Background: an optimization exercise with open tools, aiming at small area and a short achievable clock period. Do not read the settings as production practice.
Only simulation tests tie the RTL to the original design; equivalence was not proved.

File: flow/config.mk
export PLATFORM = sky130hd
export DESIGN_NAME = divider_unsigned
export DESIGN_NICKNAME = divider_unsigned
export VERILOG_FILES = /design/flow/design.v
export SDC_FILE = /design/flow/constraint.sdc
export NUM_CORES = 4
export LEC_CHECK = 0
export ABC_AREA = 1
export CAP_MARGIN = 20
export CORE_MARGIN = 2
export CORE_UTILIZATION = 45
export PLACE_DENSITY = 0.6
export SLEW_MARGIN = 20
File: flow/constraint.sdc
create_clock -name core_clock -period 7.5 [get_ports {clk}]
set_input_delay 1.5000 -clock core_clock [delete_from_list [all_inputs] [get_ports {clk}]]
set_output_delay 1.5000 -clock core_clock [all_outputs]
set_load 0.01 [all_outputs]
File: flow/design.v
module divider_unsigned (
	input  wire        clk,
	input  wire        reset,
	input  wire        flush,
	input  wire [31:0] beichu,
	input  wire [31:0] chushu,
	output reg  [31:0] quotient,
	output reg  [31:0] remainder
);
	wire [1:0] x0 = beichu[31:30];
	wire x0_h1 = ~|chushu[31:1];
	wire x0_h2 = ~|chushu[31:2];
	wire [2:0] x0_t1 = {1'b0, x0} - {1'b0, chushu[1:0]};
	wire [1:0] x0_t2h = {1'b0, x0[1:1]} - {1'b0, chushu[0:0]};
	wire [3:0] x0_a = {2'b0, x0};
	wire [3:0] x0_b = ~{3'b0, chushu[0:0]};
	wire [3:0] x0_e = ~{2'b0, chushu[0:0], 1'b0};
	wire [3:0] x0_s = x0_a ^ x0_b ^ x0_e;
	wire [3:0] x0_c = (x0_a & x0_b) | (x0_a & x0_e) | (x0_b & x0_e);
	wire [3:0] x0_t3 = x0_s + {x0_c[2:0], 1'b1} + 4'd1;
	wire x0_g1 = x0_h2 & ~x0_t1[2];
	wire x0_g2 = x0_h1 & ~x0_t2h[1];
	wire x0_g3 = x0_h1 & ~x0_t3[3];
	wire [1:0] x0_r = x0_g3 ? x0_t3[1:0] : x0_g2 ? {x0_t2h[0:0], x0[0]} : x0_g1 ? x0_t1[1:0] : x0;
	wire [1:0] x0_q = {x0_g2, x0_g3 | (x0_g1 & ~x0_g2)};
	reg  [1:0] s0_r;
	reg  [29:0] s0_n;
	reg  [1:0] s0_q;
	reg  [31:0] s0_d;
	reg         s0_v;
	always @(posedge clk) begin
		s0_r <= x0_r;
		s0_q <= x0_q;
		s0_n <= beichu[29:0];
		s0_d <= chushu;
	end
	always @(posedge clk or negedge reset) begin
		if (!reset) s0_v <= 1'b0;
		else s0_v <= ~flush & 1'b1;
	end
	wire [3:0] x1 = {s0_r, s0_n[29:28]};
	wire x1_h1 = ~|s0_d[31:3];
	wire x1_h2 = ~|s0_d[31:4];
	wire [4:0] x1_t1 = {1'b0, x1} - {1'b0, s0_d[3:0]};
	wire [3:0] x1_t2h = {1'b0, x1[3:1]} - {1'b0, s0_d[2:0]};
	wire [5:0] x1_a = {2'b0, x1};
	wire [5:0] x1_b = ~{3'b0, s0_d[2:0]};
	wire [5:0] x1_e = ~{2'b0, s0_d[2:0], 1'b0};
	wire [5:0] x1_s = x1_a ^ x1_b ^ x1_e;
	wire [5:0] x1_c = (x1_a & x1_b) | (x1_a & x1_e) | (x1_b & x1_e);
	wire [5:0] x1_t3 = x1_s + {x1_c[4:0], 1'b1} + 6'd1;
	wire x1_g1 = x1_h2 & ~x1_t1[4];
	wire x1_g2 = x1_h1 & ~x1_t2h[3];
	wire x1_g3 = x1_h1 & ~x1_t3[5];
	wire [3:0] x1_r = x1_g3 ? x1_t3[3:0] : x1_g2 ? {x1_t2h[2:0], x1[0]} : x1_g1 ? x1_t1[3:0] : x1;
	wire [1:0] x1_q = {x1_g2, x1_g3 | (x1_g1 & ~x1_g2)};
	reg  [3:0] s1_r;
	reg  [27:0] s1_n;
	reg  [3:0] s1_q;
	reg  [31:0] s1_d;
	reg         s1_v;
	always @(posedge clk) begin
		s1_r <= x1_r;
		s1_q <= {s0_q, x1_q};
		s1_n <= s0_n[27:0];
		s1_d <= s0_d;
	end
	always @(posedge clk or negedge reset) begin
		if (!reset) s1_v <= 1'b0;
		else s1_v <= ~flush & s0_v & (|s0_d);
	end
	wire [5:0] x2 = {s1_r, s1_n[27:26]};
	wire x2_h1 = ~|s1_d[31:5];
	wire x2_h2 = ~|s1_d[31:6];
	wire [6:0] x2_t1 = {1'b0, x2} - {1'b0, s1_d[5:0]};
	wire [5:0] x2_t2h = {1'b0, x2[5:1]} - {1'b0, s1_d[4:0]};
	wire [7:0] x2_a = {2'b0, x2};
	wire [7:0] x2_b = ~{3'b0, s1_d[4:0]};
	wire [7:0] x2_e = ~{2'b0, s1_d[4:0], 1'b0};
	wire [7:0] x2_s = x2_a ^ x2_b ^ x2_e;
	wire [7:0] x2_c = (x2_a & x2_b) | (x2_a & x2_e) | (x2_b & x2_e);
	wire [7:0] x2_t3 = x2_s + {x2_c[6:0], 1'b1} + 8'd1;
	wire x2_g1 = x2_h2 & ~x2_t1[6];
	wire x2_g2 = x2_h1 & ~x2_t2h[5];
	wire x2_g3 = x2_h1 & ~x2_t3[7];
	wire [5:0] x2_r = x2_g3 ? x2_t3[5:0] : x2_g2 ? {x2_t2h[4:0], x2[0]} : x2_g1 ? x2_t1[5:0] : x2;
	wire [1:0] x2_q = {x2_g2, x2_g3 | (x2_g1 & ~x2_g2)};
	reg  [5:0] s2_r;
	reg  [25:0] s2_n;
	reg  [5:0] s2_q;
	reg  [31:0] s2_d;
	reg         s2_v;
	always @(posedge clk) begin
		s2_r <= x2_r;
		s2_q <= {s1_q, x2_q};
		s2_n <= s1_n[25:0];
		s2_d <= s1_d;
	end
	always @(posedge clk or negedge reset) begin
		if (!reset) s2_v <= 1'b0;
		else s2_v <= ~flush & s1_v;
	end
	wire [7:0] x3 = {s2_r, s2_n[25:24]};
	wire x3_h1 = ~|s2_d[31:7];
	wire x3_h2 = ~|s2_d[31:8];
	wire [8:0] x3_t1 = {1'b0, x3} - {1'b0, s2_d[7:0]};
	wire [7:0] x3_t2h = {1'b0, x3[7:1]} - {1'b0, s2_d[6:0]};
	wire [9:0] x3_a = {2'b0, x3};
	wire [9:0] x3_b = ~{3'b0, s2_d[6:0]};
	wire [9:0] x3_e = ~{2'b0, s2_d[6:0], 1'b0};
	wire [9:0] x3_s = x3_a ^ x3_b ^ x3_e;
	wire [9:0] x3_c = (x3_a & x3_b) | (x3_a & x3_e) | (x3_b & x3_e);
	wire [9:0] x3_t3 = x3_s + {x3_c[8:0], 1'b1} + 10'd1;
	wire x3_g1 = x3_h2 & ~x3_t1[8];
	wire x3_g2 = x3_h1 & ~x3_t2h[7];
	wire x3_g3 = x3_h1 & ~x3_t3[9];
	wire [7:0] x3_r = x3_g3 ? x3_t3[7:0] : x3_g2 ? {x3_t2h[6:0], x3[0]} : x3_g1 ? x3_t1[7:0] : x3;
	wire [1:0] x3_q = {x3_g2, x3_g3 | (x3_g1 & ~x3_g2)};
	reg  [7:0] s3_r;
	reg  [23:0] s3_n;
	reg  [7:0] s3_q;
	reg  [31:0] s3_d;
	reg         s3_v;
	always @(posedge clk) begin
		s3_r <= x3_r;
		s3_q <= {s2_q, x3_q};
		s3_n <= s2_n[23:0];
		s3_d <= s2_d;
	end
	always @(posedge clk or negedge reset) begin
		if (!reset) s3_v <= 1'b0;
		else s3_v <= ~flush & s2_v;
	end
	wire [9:0] x4 = {s3_r, s3_n[23:22]};
	wire x4_h1 = ~|s3_d[31:9];
	wire x4_h2 = ~|s3_d[31:10];
	wire [10:0] x4_t1 = {1'b0, x4} - {1'b0, s3_d[9:0]};
	wire [9:0] x4_t2h = {1'b0, x4[9:1]} - {1'b0, s3_d[8:0]};
	wire [11:0] x4_a = {2'b0, x4};
	wire [11:0] x4_b = ~{3'b0, s3_d[8:0]};
	wire [11:0] x4_e = ~{2'b0, s3_d[8:0], 1'b0};
	wire [11:0] x4_s = x4_a ^ x4_b ^ x4_e;
	wire [11:0] x4_c = (x4_a & x4_b) | (x4_a & x4_e) | (x4_b & x4_e);
	wire [11:0] x4_t3 = x4_s + {x4_c[10:0], 1'b1} + 12'd1;
	wire x4_g1 = x4_h2 & ~x4_t1[10];
	wire x4_g2 = x4_h1 & ~x4_t2h[9];
	wire x4_g3 = x4_h1 & ~x4_t3[11];
	wire [9:0] x4_r = x4_g3 ? x4_t3[9:0] : x4_g2 ? {x4_t2h[8:0], x4[0]} : x4_g1 ? x4_t1[9:0] : x4;
	wire [1:0] x4_q = {x4_g2, x4_g3 | (x4_g1 & ~x4_g2)};
	reg  [9:0] s4_r;
	reg  [21:0] s4_n;
	reg  [9:0] s4_q;
	reg  [31:0] s4_d;
	reg         s4_v;
	always @(posedge clk) begin
		s4_r <= x4_r;
		s4_q <= {s3_q, x4_q};
		s4_n <= s3_n[21:0];
		s4_d <= s3_d;
	end
	always @(posedge clk or negedge reset) begin
		if (!reset) s4_v <= 1'b0;
		else s4_v <= ~flush & s3_v;
	end
	wire [11:0] x5 = {s4_r, s4_n[21:20]};
	wire x5_h1 = ~|s4_d[31:11];
	wire x5_h2 = ~|s4_d[31:12];
	wire [12:0] x5_t1 = {1'b0, x5} - {1'b0, s4_d[11:0]};
	wire [11:0] x5_t2h = {1'b0, x5[11:1]} - {1'b0, s4_d[10:0]};
	wire [13:0] x5_a = {2'b0, x5};
	wire [13:0] x5_b = ~{3'b0, s4_d[10:0]};
	wire [13:0] x5_e = ~{2'b0, s4_d[10:0], 1'b0};
	wire [13:0] x5_s = x5_a ^ x5_b ^ x5_e;
	wire [13:0] x5_c = (x5_a & x5_b) | (x5_a & x5_e) | (x5_b & x5_e);
	wire [13:0] x5_t3 = x5_s + {x5_c[12:0], 1'b1} + 14'd1;
	wire x5_g1 = x5_h2 & ~x5_t1[12];
	wire x5_g2 = x5_h1 & ~x5_t2h[11];
	wire x5_g3 = x5_h1 & ~x5_t3[13];
	wire [11:0] x5_r = x5_g3 ? x5_t3[11:0] : x5_g2 ? {x5_t2h[10:0], x5[0]} : x5_g1 ? x5_t1[11:0] : x5;
	wire [1:0] x5_q = {x5_g2, x5_g3 | (x5_g1 & ~x5_g2)};
	reg  [11:0] s5_r;
	reg  [19:0] s5_n;
	reg  [11:0] s5_q;
	reg  [31:0] s5_d;
	reg         s5_v;
	always @(posedge clk) begin
		s5_r <= x5_r;
		s5_q <= {s4_q, x5_q};
		s5_n <= s4_n[19:0];
		s5_d <= s4_d;
	end
	always @(posedge clk or negedge reset) begin
		if (!reset) s5_v <= 1'b0;
		else s5_v <= ~flush & s4_v;
	end
	wire [13:0] x6 = {s5_r, s5_n[19:18]};
	wire x6_h1 = ~|s5_d[31:13];
	wire x6_h2 = ~|s5_d[31:14];
	wire [14:0] x6_t1 = {1'b0, x6} - {1'b0, s5_d[13:0]};
	wire [13:0] x6_t2h = {1'b0, x6[13:1]} - {1'b0, s5_d[12:0]};
	wire [15:0] x6_a = {2'b0, x6};
	wire [15:0] x6_b = ~{3'b0, s5_d[12:0]};
	wire [15:0] x6_e = ~{2'b0, s5_d[12:0], 1'b0};
	wire [15:0] x6_s = x6_a ^ x6_b ^ x6_e;
	wire [15:0] x6_c = (x6_a & x6_b) | (x6_a & x6_e) | (x6_b & x6_e);
	wire [15:0] x6_t3 = x6_s + {x6_c[14:0], 1'b1} + 16'd1;
	wire x6_g1 = x6_h2 & ~x6_t1[14];
	wire x6_g2 = x6_h1 & ~x6_t2h[13];
	wire x6_g3 = x6_h1 & ~x6_t3[15];
	wire [13:0] x6_r = x6_g3 ? x6_t3[13:0] : x6_g2 ? {x6_t2h[12:0], x6[0]} : x6_g1 ? x6_t1[13:0] : x6;
	wire [1:0] x6_q = {x6_g2, x6_g3 | (x6_g1 & ~x6_g2)};
	reg  [13:0] s6_r;
	reg  [17:0] s6_n;
	reg  [13:0] s6_q;
	reg  [31:0] s6_d;
	reg         s6_v;
	always @(posedge clk) begin
		s6_r <= x6_r;
		s6_q <= {s5_q, x6_q};
		s6_n <= s5_n[17:0];
		s6_d <= s5_d;
	end
	always @(posedge clk or negedge reset) begin
		if (!reset) s6_v <= 1'b0;
		else s6_v <= ~flush & s5_v;
	end
	wire [15:0] x7 = {s6_r, s6_n[17:16]};
	wire x7_h1 = ~|s6_d[31:15];
	wire x7_h2 = ~|s6_d[31:16];
	wire [16:0] x7_t1 = {1'b0, x7} - {1'b0, s6_d[15:0]};
	wire [15:0] x7_t2h = {1'b0, x7[15:1]} - {1'b0, s6_d[14:0]};
	wire [17:0] x7_a = {2'b0, x7};
	wire [17:0] x7_b = ~{3'b0, s6_d[14:0]};
	wire [17:0] x7_e = ~{2'b0, s6_d[14:0], 1'b0};
	wire [17:0] x7_s = x7_a ^ x7_b ^ x7_e;
	wire [17:0] x7_c = (x7_a & x7_b) | (x7_a & x7_e) | (x7_b & x7_e);
	wire [17:0] x7_t3 = x7_s + {x7_c[16:0], 1'b1} + 18'd1;
	wire x7_g1 = x7_h2 & ~x7_t1[16];
	wire x7_g2 = x7_h1 & ~x7_t2h[15];
	wire x7_g3 = x7_h1 & ~x7_t3[17];
	wire [15:0] x7_r = x7_g3 ? x7_t3[15:0] : x7_g2 ? {x7_t2h[14:0], x7[0]} : x7_g1 ? x7_t1[15:0] : x7;
	wire [1:0] x7_q = {x7_g2, x7_g3 | (x7_g1 & ~x7_g2)};
	reg  [15:0] s7_r;
	reg  [15:0] s7_n;
	reg  [15:0] s7_q;
	reg  [31:0] s7_d;
	reg         s7_v;
	always @(posedge clk) begin
		s7_r <= x7_r;
		s7_q <= {s6_q, x7_q};
		s7_n <= s6_n[15:0];
		s7_d <= s6_d;
	end
	always @(posedge clk or negedge reset) begin
		if (!reset) s7_v <= 1'b0;
		else s7_v <= ~flush & s6_v;
	end
	wire [17:0] x8 = {s7_r, s7_n[15:14]};
	wire x8_h1 = ~|s7_d[31:17];
	wire x8_h2 = ~|s7_d[31:18];
	wire [18:0] x8_t1 = {1'b0, x8} - {1'b0, s7_d[17:0]};
	wire [17:0] x8_t2h = {1'b0, x8[17:1]} - {1'b0, s7_d[16:0]};
	wire [19:0] x8_a = {2'b0, x8};
	wire [19:0] x8_b = ~{3'b0, s7_d[16:0]};
	wire [19:0] x8_e = ~{2'b0, s7_d[16:0], 1'b0};
	wire [19:0] x8_s = x8_a ^ x8_b ^ x8_e;
	wire [19:0] x8_c = (x8_a & x8_b) | (x8_a & x8_e) | (x8_b & x8_e);
	wire [19:0] x8_t3 = x8_s + {x8_c[18:0], 1'b1} + 20'd1;
	wire x8_g1 = x8_h2 & ~x8_t1[18];
	wire x8_g2 = x8_h1 & ~x8_t2h[17];
	wire x8_g3 = x8_h1 & ~x8_t3[19];
	wire [17:0] x8_r = x8_g3 ? x8_t3[17:0] : x8_g2 ? {x8_t2h[16:0], x8[0]} : x8_g1 ? x8_t1[17:0] : x8;
	wire [1:0] x8_q = {x8_g2, x8_g3 | (x8_g1 & ~x8_g2)};
	reg  [17:0] s8_r;
	reg  [13:0] s8_n;
	reg  [17:0] s8_q;
	reg  [31:0] s8_d;
	reg         s8_v;
	always @(posedge clk) begin
		s8_r <= x8_r;
		s8_q <= {s7_q, x8_q};
		s8_n <= s7_n[13:0];
		s8_d <= s7_d;
	end
	always @(posedge clk or negedge reset) begin
		if (!reset) s8_v <= 1'b0;
		else s8_v <= ~flush & s7_v;
	end
	wire [19:0] x9 = {s8_r, s8_n[13:12]};
	wire x9_h1 = ~|s8_d[31:19];
	wire x9_h2 = ~|s8_d[31:20];
	wire [20:0] x9_t1 = {1'b0, x9} - {1'b0, s8_d[19:0]};
	wire [19:0] x9_t2h = {1'b0, x9[19:1]} - {1'b0, s8_d[18:0]};
	wire [21:0] x9_a = {2'b0, x9};
	wire [21:0] x9_b = ~{3'b0, s8_d[18:0]};
	wire [21:0] x9_e = ~{2'b0, s8_d[18:0], 1'b0};
	wire [21:0] x9_s = x9_a ^ x9_b ^ x9_e;
	wire [21:0] x9_c = (x9_a & x9_b) | (x9_a & x9_e) | (x9_b & x9_e);
	wire [21:0] x9_t3 = x9_s + {x9_c[20:0], 1'b1} + 22'd1;
	wire x9_g1 = x9_h2 & ~x9_t1[20];
	wire x9_g2 = x9_h1 & ~x9_t2h[19];
	wire x9_g3 = x9_h1 & ~x9_t3[21];
	wire [19:0] x9_r = x9_g3 ? x9_t3[19:0] : x9_g2 ? {x9_t2h[18:0], x9[0]} : x9_g1 ? x9_t1[19:0] : x9;
	wire [1:0] x9_q = {x9_g2, x9_g3 | (x9_g1 & ~x9_g2)};
	reg  [19:0] s9_r;
	reg  [11:0] s9_n;
	reg  [19:0] s9_q;
	reg  [31:0] s9_d;
	reg         s9_v;
	always @(posedge clk) begin
		s9_r <= x9_r;
		s9_q <= {s8_q, x9_q};
		s9_n <= s8_n[11:0];
		s9_d <= s8_d;
	end
	always @(posedge clk or negedge reset) begin
		if (!reset) s9_v <= 1'b0;
		else s9_v <= ~flush & s8_v;
	end
	wire [21:0] x10 = {s9_r, s9_n[11:10]};
	wire x10_h1 = ~|s9_d[31:21];
	wire x10_h2 = ~|s9_d[31:22];
	wire [22:0] x10_t1 = {1'b0, x10} - {1'b0, s9_d[21:0]};
	wire [21:0] x10_t2h = {1'b0, x10[21:1]} - {1'b0, s9_d[20:0]};
	wire [23:0] x10_a = {2'b0, x10};
	wire [23:0] x10_b = ~{3'b0, s9_d[20:0]};
	wire [23:0] x10_e = ~{2'b0, s9_d[20:0], 1'b0};
	wire [23:0] x10_s = x10_a ^ x10_b ^ x10_e;
	wire [23:0] x10_c = (x10_a & x10_b) | (x10_a & x10_e) | (x10_b & x10_e);
	wire [23:0] x10_t3 = x10_s + {x10_c[22:0], 1'b1} + 24'd1;
	wire x10_g1 = x10_h2 & ~x10_t1[22];
	wire x10_g2 = x10_h1 & ~x10_t2h[21];
	wire x10_g3 = x10_h1 & ~x10_t3[23];
	wire [21:0] x10_r = x10_g3 ? x10_t3[21:0] : x10_g2 ? {x10_t2h[20:0], x10[0]} : x10_g1 ? x10_t1[21:0] : x10;
	wire [1:0] x10_q = {x10_g2, x10_g3 | (x10_g1 & ~x10_g2)};
	reg  [21:0] s10_r;
	reg  [9:0] s10_n;
	reg  [21:0] s10_q;
	reg  [31:0] s10_d;
	reg         s10_v;
	always @(posedge clk) begin
		s10_r <= x10_r;
		s10_q <= {s9_q, x10_q};
		s10_n <= s9_n[9:0];
		s10_d <= s9_d;
	end
	always @(posedge clk or negedge reset) begin
		if (!reset) s10_v <= 1'b0;
		else s10_v <= ~flush & s9_v;
	end
	wire [23:0] x11 = {s10_r, s10_n[9:8]};
	wire x11_h1 = ~|s10_d[31:23];
	wire x11_h2 = ~|s10_d[31:24];
	wire [24:0] x11_t1 = {1'b0, x11} - {1'b0, s10_d[23:0]};
	wire [23:0] x11_t2h = {1'b0, x11[23:1]} - {1'b0, s10_d[22:0]};
	wire [25:0] x11_a = {2'b0, x11};
	wire [25:0] x11_b = ~{3'b0, s10_d[22:0]};
	wire [25:0] x11_e = ~{2'b0, s10_d[22:0], 1'b0};
	wire [25:0] x11_s = x11_a ^ x11_b ^ x11_e;
	wire [25:0] x11_c = (x11_a & x11_b) | (x11_a & x11_e) | (x11_b & x11_e);
	wire [25:0] x11_t3 = x11_s + {x11_c[24:0], 1'b1} + 26'd1;
	wire x11_g1 = x11_h2 & ~x11_t1[24];
	wire x11_g2 = x11_h1 & ~x11_t2h[23];
	wire x11_g3 = x11_h1 & ~x11_t3[25];
	wire [23:0] x11_r = x11_g3 ? x11_t3[23:0] : x11_g2 ? {x11_t2h[22:0], x11[0]} : x11_g1 ? x11_t1[23:0] : x11;
	wire [1:0] x11_q = {x11_g2, x11_g3 | (x11_g1 & ~x11_g2)};
	reg  [23:0] s11_r;
	reg  [7:0] s11_n;
	reg  [23:0] s11_q;
	reg  [31:0] s11_d;
	reg         s11_v;
	always @(posedge clk) begin
		s11_r <= x11_r;
		s11_q <= {s10_q, x11_q};
		s11_n <= s10_n[7:0];
		s11_d <= s10_d;
	end
	always @(posedge clk or negedge reset) begin
		if (!reset) s11_v <= 1'b0;
		else s11_v <= ~flush & s10_v;
	end
	wire [25:0] x12 = {s11_r, s11_n[7:6]};
	wire x12_h1 = ~|s11_d[31:25];
	wire x12_h2 = ~|s11_d[31:26];
	wire [26:0] x12_t1 = {1'b0, x12} - {1'b0, s11_d[25:0]};
	wire [25:0] x12_t2h = {1'b0, x12[25:1]} - {1'b0, s11_d[24:0]};
	wire [27:0] x12_a = {2'b0, x12};
	wire [27:0] x12_b = ~{3'b0, s11_d[24:0]};
	wire [27:0] x12_e = ~{2'b0, s11_d[24:0], 1'b0};
	wire [27:0] x12_s = x12_a ^ x12_b ^ x12_e;
	wire [27:0] x12_c = (x12_a & x12_b) | (x12_a & x12_e) | (x12_b & x12_e);
	wire [27:0] x12_t3 = x12_s + {x12_c[26:0], 1'b1} + 28'd1;
	wire x12_g1 = x12_h2 & ~x12_t1[26];
	wire x12_g2 = x12_h1 & ~x12_t2h[25];
	wire x12_g3 = x12_h1 & ~x12_t3[27];
	wire [25:0] x12_r = x12_g3 ? x12_t3[25:0] : x12_g2 ? {x12_t2h[24:0], x12[0]} : x12_g1 ? x12_t1[25:0] : x12;
	wire [1:0] x12_q = {x12_g2, x12_g3 | (x12_g1 & ~x12_g2)};
	reg  [25:0] s12_r;
	reg  [5:0] s12_n;
	reg  [25:0] s12_q;
	reg  [31:0] s12_d;
	reg         s12_v;
	always @(posedge clk) begin
		s12_r <= x12_r;
		s12_q <= {s11_q, x12_q};
		s12_n <= s11_n[5:0];
		s12_d <= s11_d;
	end
	always @(posedge clk or negedge reset) begin
		if (!reset) s12_v <= 1'b0;
		else s12_v <= ~flush & s11_v;
	end
	wire [27:0] x13 = {s12_r, s12_n[5:4]};
	wire x13_h1 = ~|s12_d[31:27];
	wire x13_h2 = ~|s12_d[31:28];
	wire [28:0] x13_t1 = {1'b0, x13} - {1'b0, s12_d[27:0]};
	wire [27:0] x13_t2h = {1'b0, x13[27:1]} - {1'b0, s12_d[26:0]};
	wire [29:0] x13_a = {2'b0, x13};
	wire [29:0] x13_b = ~{3'b0, s12_d[26:0]};
	wire [29:0] x13_e = ~{2'b0, s12_d[26:0], 1'b0};
	wire [29:0] x13_s = x13_a ^ x13_b ^ x13_e;
	wire [29:0] x13_c = (x13_a & x13_b) | (x13_a & x13_e) | (x13_b & x13_e);
	wire [29:0] x13_t3 = x13_s + {x13_c[28:0], 1'b1} + 30'd1;
	wire x13_g1 = x13_h2 & ~x13_t1[28];
	wire x13_g2 = x13_h1 & ~x13_t2h[27];
	wire x13_g3 = x13_h1 & ~x13_t3[29];
	wire [27:0] x13_r = x13_g3 ? x13_t3[27:0] : x13_g2 ? {x13_t2h[26:0], x13[0]} : x13_g1 ? x13_t1[27:0] : x13;
	wire [1:0] x13_q = {x13_g2, x13_g3 | (x13_g1 & ~x13_g2)};
	reg  [27:0] s13_r;
	reg  [3:0] s13_n;
	reg  [27:0] s13_q;
	reg  [31:0] s13_d;
	reg         s13_v;
	always @(posedge clk) begin
		s13_r <= x13_r;
		s13_q <= {s12_q, x13_q};
		s13_n <= s12_n[3:0];
		s13_d <= s12_d;
	end
	always @(posedge clk or negedge reset) begin
		if (!reset) s13_v <= 1'b0;
		else s13_v <= ~flush & s12_v;
	end
	wire [29:0] x14 = {s13_r, s13_n[3:2]};
	wire x14_h1 = ~|s13_d[31:29];
	wire x14_h2 = ~|s13_d[31:30];
	wire [30:0] x14_t1 = {1'b0, x14} - {1'b0, s13_d[29:0]};
	wire [29:0] x14_t2h = {1'b0, x14[29:1]} - {1'b0, s13_d[28:0]};
	wire [31:0] x14_a = {2'b0, x14};
	wire [31:0] x14_b = ~{3'b0, s13_d[28:0]};
	wire [31:0] x14_e = ~{2'b0, s13_d[28:0], 1'b0};
	wire [31:0] x14_s = x14_a ^ x14_b ^ x14_e;
	wire [31:0] x14_c = (x14_a & x14_b) | (x14_a & x14_e) | (x14_b & x14_e);
	wire [31:0] x14_t3 = x14_s + {x14_c[30:0], 1'b1} + 32'd1;
	wire x14_g1 = x14_h2 & ~x14_t1[30];
	wire x14_g2 = x14_h1 & ~x14_t2h[29];
	wire x14_g3 = x14_h1 & ~x14_t3[31];
	wire [29:0] x14_r = x14_g3 ? x14_t3[29:0] : x14_g2 ? {x14_t2h[28:0], x14[0]} : x14_g1 ? x14_t1[29:0] : x14;
	wire [1:0] x14_q = {x14_g2, x14_g3 | (x14_g1 & ~x14_g2)};
	reg  [29:0] s14_r;
	reg  [1:0] s14_n;
	reg  [29:0] s14_q;
	reg  [31:0] s14_d;
	reg         s14_v;
	always @(posedge clk) begin
		s14_r <= x14_r;
		s14_q <= {s13_q, x14_q};
		s14_n <= s13_n[1:0];
		s14_d <= s13_d;
	end
	always @(posedge clk or negedge reset) begin
		if (!reset) s14_v <= 1'b0;
		else s14_v <= ~flush & s13_v;
	end
	wire [31:0] x15 = {s14_r, s14_n[1:0]};
	wire x15_h1 = ~|s14_d[31:31];
	wire x15_h2 = 1'b1;
	wire [32:0] x15_t1 = {1'b0, x15} - {1'b0, s14_d[31:0]};
	wire [31:0] x15_t2h = {1'b0, x15[31:1]} - {1'b0, s14_d[30:0]};
	wire [33:0] x15_a = {2'b0, x15};
	wire [33:0] x15_b = ~{3'b0, s14_d[30:0]};
	wire [33:0] x15_e = ~{2'b0, s14_d[30:0], 1'b0};
	wire [33:0] x15_s = x15_a ^ x15_b ^ x15_e;
	wire [33:0] x15_c = (x15_a & x15_b) | (x15_a & x15_e) | (x15_b & x15_e);
	wire [33:0] x15_t3 = x15_s + {x15_c[32:0], 1'b1} + 34'd1;
	wire x15_g1 = x15_h2 & ~x15_t1[32];
	wire x15_g2 = x15_h1 & ~x15_t2h[31];
	wire x15_g3 = x15_h1 & ~x15_t3[33];
	wire [31:0] x15_r = x15_g3 ? x15_t3[31:0] : x15_g2 ? {x15_t2h[30:0], x15[0]} : x15_g1 ? x15_t1[31:0] : x15;
	wire [1:0] x15_q = {x15_g2, x15_g3 | (x15_g1 & ~x15_g2)};
	wire ok = ~flush & s14_v;
	always @(posedge clk or negedge reset) begin
		if (!reset) begin
			quotient  <= 32'd0;
			remainder <= 32'd0;
		end else begin
			quotient  <= ok ? {s14_q, x15_q} : 32'd0;
			remainder <= ok ? x15_r : 32'd0;
		end
	end
endmodule
File: flow/run.sh
#!/bin/bash
# synth_recipe.tcl (not shown) runs the flow's synth.tcl, then flattens the netlist and writes it again
# the make line also repeats each setting of config.mk as NAME=value (left out here)
make -C /OpenROAD-flow-scripts/flow DESIGN_CONFIG=/design/flow/config.mk WORK_HOME=/design/flow/orfs CLKGATE_MAP_FILE= SYNTH_SCRIPT=/design/flow/synth_recipe.tcl finish
==> results_dict.tcl <==
set metrics [dict create \
    dr_total_vias 74600 \
    synth.area.top_cells "dfxtp_1 (29%), nand2_1 (12%), ha_1 (12%)" \
    synth_xor_area_share_pct 4.95 \
    drtIter0Drc 5840 \
    cts_resized 0 \
    place.detailed.hpwl_um 228000 \
    antenna_found_initial 10 \
    path_clk_slew_ns 0.06 \
    cp_num_buf_inv 4 \
    crit_slowest_cell "nand2_1" \
    leakage_nw 44.1 \
    worstMarginPinSlew_ns 1.11 \
    cp_common_cell "nand2_1" \
    synth_top_family_by_area "simple AND/OR/NAND/NOR gates" \
    drt-wirelength-per-cell_um 20.0 \
    synth_adder_area_share_pct 19.0 \
    synth_fp_nets 12200 \
    min_from "s2_n[2]$_DFF_P_" \
    drtAntennaViolNets 0 \
    start_util_pct 45.2 \
    ys_types 68 \
    status "finished clean" \
    syn_inst 11100 \
    max_stage_delay_ns 0.58 \
    fin_tns_setup_ns 0 \
    synth_edf_count 0 \
    grtUsageTotal_pct 29.1 \
    synthArstFlopShare_pct 6.18 \
    cp-start-kind "register" \
    netlist_area_um2 82700 \
    rows 157 \
    grt_first_pass_wirelength_um 422000 \
    fmax_mhz 231 \
    critPathRequiredTime_ns 8.18 \
    synth_ff_type "dfxtp_1" \
    p_per_area_nw_per_um2 245 \
    ys_ff_latch 1279 \
    post_cts_buffers 0 \
    areaGrowthSynthToFinish_pct 10.8 \
    reg2reg_setup_slack_ns 3.18 \
    crit_chain "inv_1 -> fa_1 -> ha_1 -> inv_1 -> fa_1 -> nand3_1 -> nand2_1 -> a21oi_1 -> o21ai_1 -> nand4_1 -> nand2_1 -> nand2_1 -> buf_4 -> clkinv_1 -> nand3_1 -> nand2_1" \
    vias_per_cell 5.39 \
    dieArea_um2 187000 \
    cts.path.max_buffers 3 \
    worstReg2RegStart "s11_n[7]$_DFF_P_" \
    ir_drop_uv 209 \
    cts_root_buf "clkbuf_16" \
    max_cap_viol_count 0 \
    slew_headroom_pct 25.7 \
    period_needed_ns 4.32 \
    fin_skew_ns 0.0578 \
    timing.critical_path.to_type "register" \
    drive_above_1_share_pct 3.51 \
    avgSynthCellArea_um2 7.45 \
    hold_buffers 0 \
    synth_compound_area_share_pct 12.9 \
    synth_mux_area_share_pct 0 \
    ios 131 \
    cp_max_fo 24 \
    rsz0062_at_grt "false" \
    port_buffers 130 \
    synth_top_cell_by_area "dfxtp_1" \
    yosys.area.top_type_share_pct 29.1 \
    cts_tree "done" \
    critPathTopFamily "simple AND/OR/NAND/NOR gates" \
    postRouteWirelength_um 277000 \
    worst_ep_arrival_time_ns 5.00 \
    timing.final.crit_share_pct 57.7 \
    overflow 0 \
    whs_ns 0.279 \
    place_congestion 1.03 \
    drtPass1Iterations 6 \
    synth.yosys.seq_area_share_pct 31.4 \
    hold_depth 0 \
    htreeDepth 4 \
    yosys.area_share.simple_pct 25.2 \
    cts_buffers 140 \
    core-area_um2 183000 \
    worstSetupPathType "reg -> reg" \
    p_total_mw 22.5 \
    yosys_warnings 1 \
    cts.sinks 1279 \
    rr_endpoint "s12_r[20]$_DFF_P_" \
    die_y_um 433 \
    remaining_drc_errors 0 \
    whs_endpoint "s3_n[2]$_DFF_P_" \
    clk_latency_ns 0.83 \
    die_width_um 433 \
    setup_viol 0 \
    grt_pass1_vias 72100 \
    ff2ff_path_depth 16 \
    nets 12400 \
    min_path_type "reg -> reg" \
    grt_max_degree 55 \
    hold_violations 0 \
    slew_viol_final 0 \
]
==> synth_stat cells (11+ instances only) <==
library cell  instances
a211oi_1             12
a21boi_0             28
a21o_1               89
a21oi_1             919
a31oi_1              27
and2_1               15
buf_2                61
buf_4                27
buf_6                18
clkbuf_1             16
dfrtp_1              79
dfxtp_1            1200
fa_1                287
ha_1                796
inv_1              1211
inv_2                17
nand2_1            2753
nand2_2              42
nand3_1             737
nand3b_1             53
nand4_1             106
nor2_1             1015
nor3_1              131
nor4_1               54
o211ai_1             71
o21a_1               32
o21ai_0             553
o21ai_1              55
o21ai_2              11
o21bai_1             78
or2_2                38
xnor2_1             169
xor2_1              298
==> cell families (layout without fill, tap and decap cells) <==
group / after synthesis / count (layout)
buffers and inverters: 1361 / 1636
AOI/OAI and AO/OA: 1919 / 1919
other: 0 / 5
and+or+nand+nor: 4986 / 4986
adders and majority gates: 1083 / 1083
DFF: 1279 / 1279
xor gates and xnor gates: 467 / 467
==> cell type report <==
class,instances,area (µm²)
flip-flops and latches,1279,26000
fillers,18100,91300
inverters,1237,4650
repair buffers,141,1380
well taps,2464,3080
diodes,5,12.5
clock inverters,66,1180
clock buffers,192,4040
multi-input cells,8455,51300
==> report_power, final <==
part           switching, mW  internal (mW)
Combinational           4.79           2.53
Clock                   3.06           4.52
Sequential             0.435           7.12
Total                   8.29           14.2
==> stage by stage <==
stage	instance area (µm²)	worst slack [ns]	std cells	util, %
6_report	91600	3.18	13800	50.1
3_3_place_gp	86400	2.71	13600	47.2
4_1_cts	91600	3.18	13800	50.1
2_1_floorplan	82700	4.54	11100	-
5_1_grt	91600	2.84	13800	50.1
3_5_place_dp	86400	2.85	13600	47.2
==> worst max path at each step <==
stage	endpoint	slack, ns	cells after the start	startpoint
4_1_cts	s12_r[20]$_DFF_P_	3.18	16	s11_n[7]$_DFF_P_
6_report	s12_r[20]$_DFF_P_	3.18	16	s11_n[7]$_DFF_P_
3_3_place_gp	remainder[2]$_DFF_PN0_	2.71	9	flush
3_5_place_dp	remainder[2]$_DFF_PN0_	2.85	9	flush
5_1_grt	s12_r[20]$_DFF_P_	2.84	16	s11_n[7]$_DFF_P_
2_1_floorplan	s0_r[1]$_DFF_P_	4.54	11	beichu[30]
==> placed cells by master (no fill, tap or decap), drive strengths merged, types with 53 or more instances in the layout <==
cell type / Yosys / routed
o21ai: 620 / 620
a21oi: 927 / 927
o211ai: 75 / 75
clkdlybuf4s50: 0 / 129
nand4: 107 / 107
nor3: 133 / 133
clkbuf: 16 / 192
nand2: 2798 / 2798
a21o: 89 / 89
fa: 287 / 287
dfrtp: 79 / 79
nand3: 742 / 742
nand3b: 53 / 53
nor2: 1021 / 1021
ha: 796 / 796
xor2: 298 / 298
inv: 1231 / 1245
o21bai: 78 / 78
dfxtp: 1200 / 1200
nor4: 56 / 56
xnor2: 169 / 169
==> layer usage <==
metal	vias to the layer above	GRT usage (%)	part of all wire (%)
li1	36900	-	-
met1	35000	38.7	45
met2	2249	47.3	45
met3	448	4.51	6.0
met4	10	11.4	4.2
met5	-	0	0.027

port drivers added, routing unchanged:
No port has a modelled driver above. Below, the same layout with a new extraction and two added sets of constraints.
Step 1 assumes that a clkbuf_16 drives the clock port and a buf_2 every other input.
Step 2, shift: input delay + t, output delay - t, t = (earliest + latest rising clock arrival at the registers) / 2. This alone moves slack from input paths to output paths.
Slacks: no drivers / after step 1 / after step 2; pairs: no drivers / after step 1.
t (ns): 0.881
slack for setup (ns): 3.176 / 3.176 / 2.878
worst setup path after step 2: input to register
worst register clock-pin slew, ns: 0.07 / 0.07
pins driven straight from the clock port: 1
After both steps setup and hold are still met in this run. The setup slack of this run moves by 0.000 ns with the drivers and by -0.298 ns with both steps.
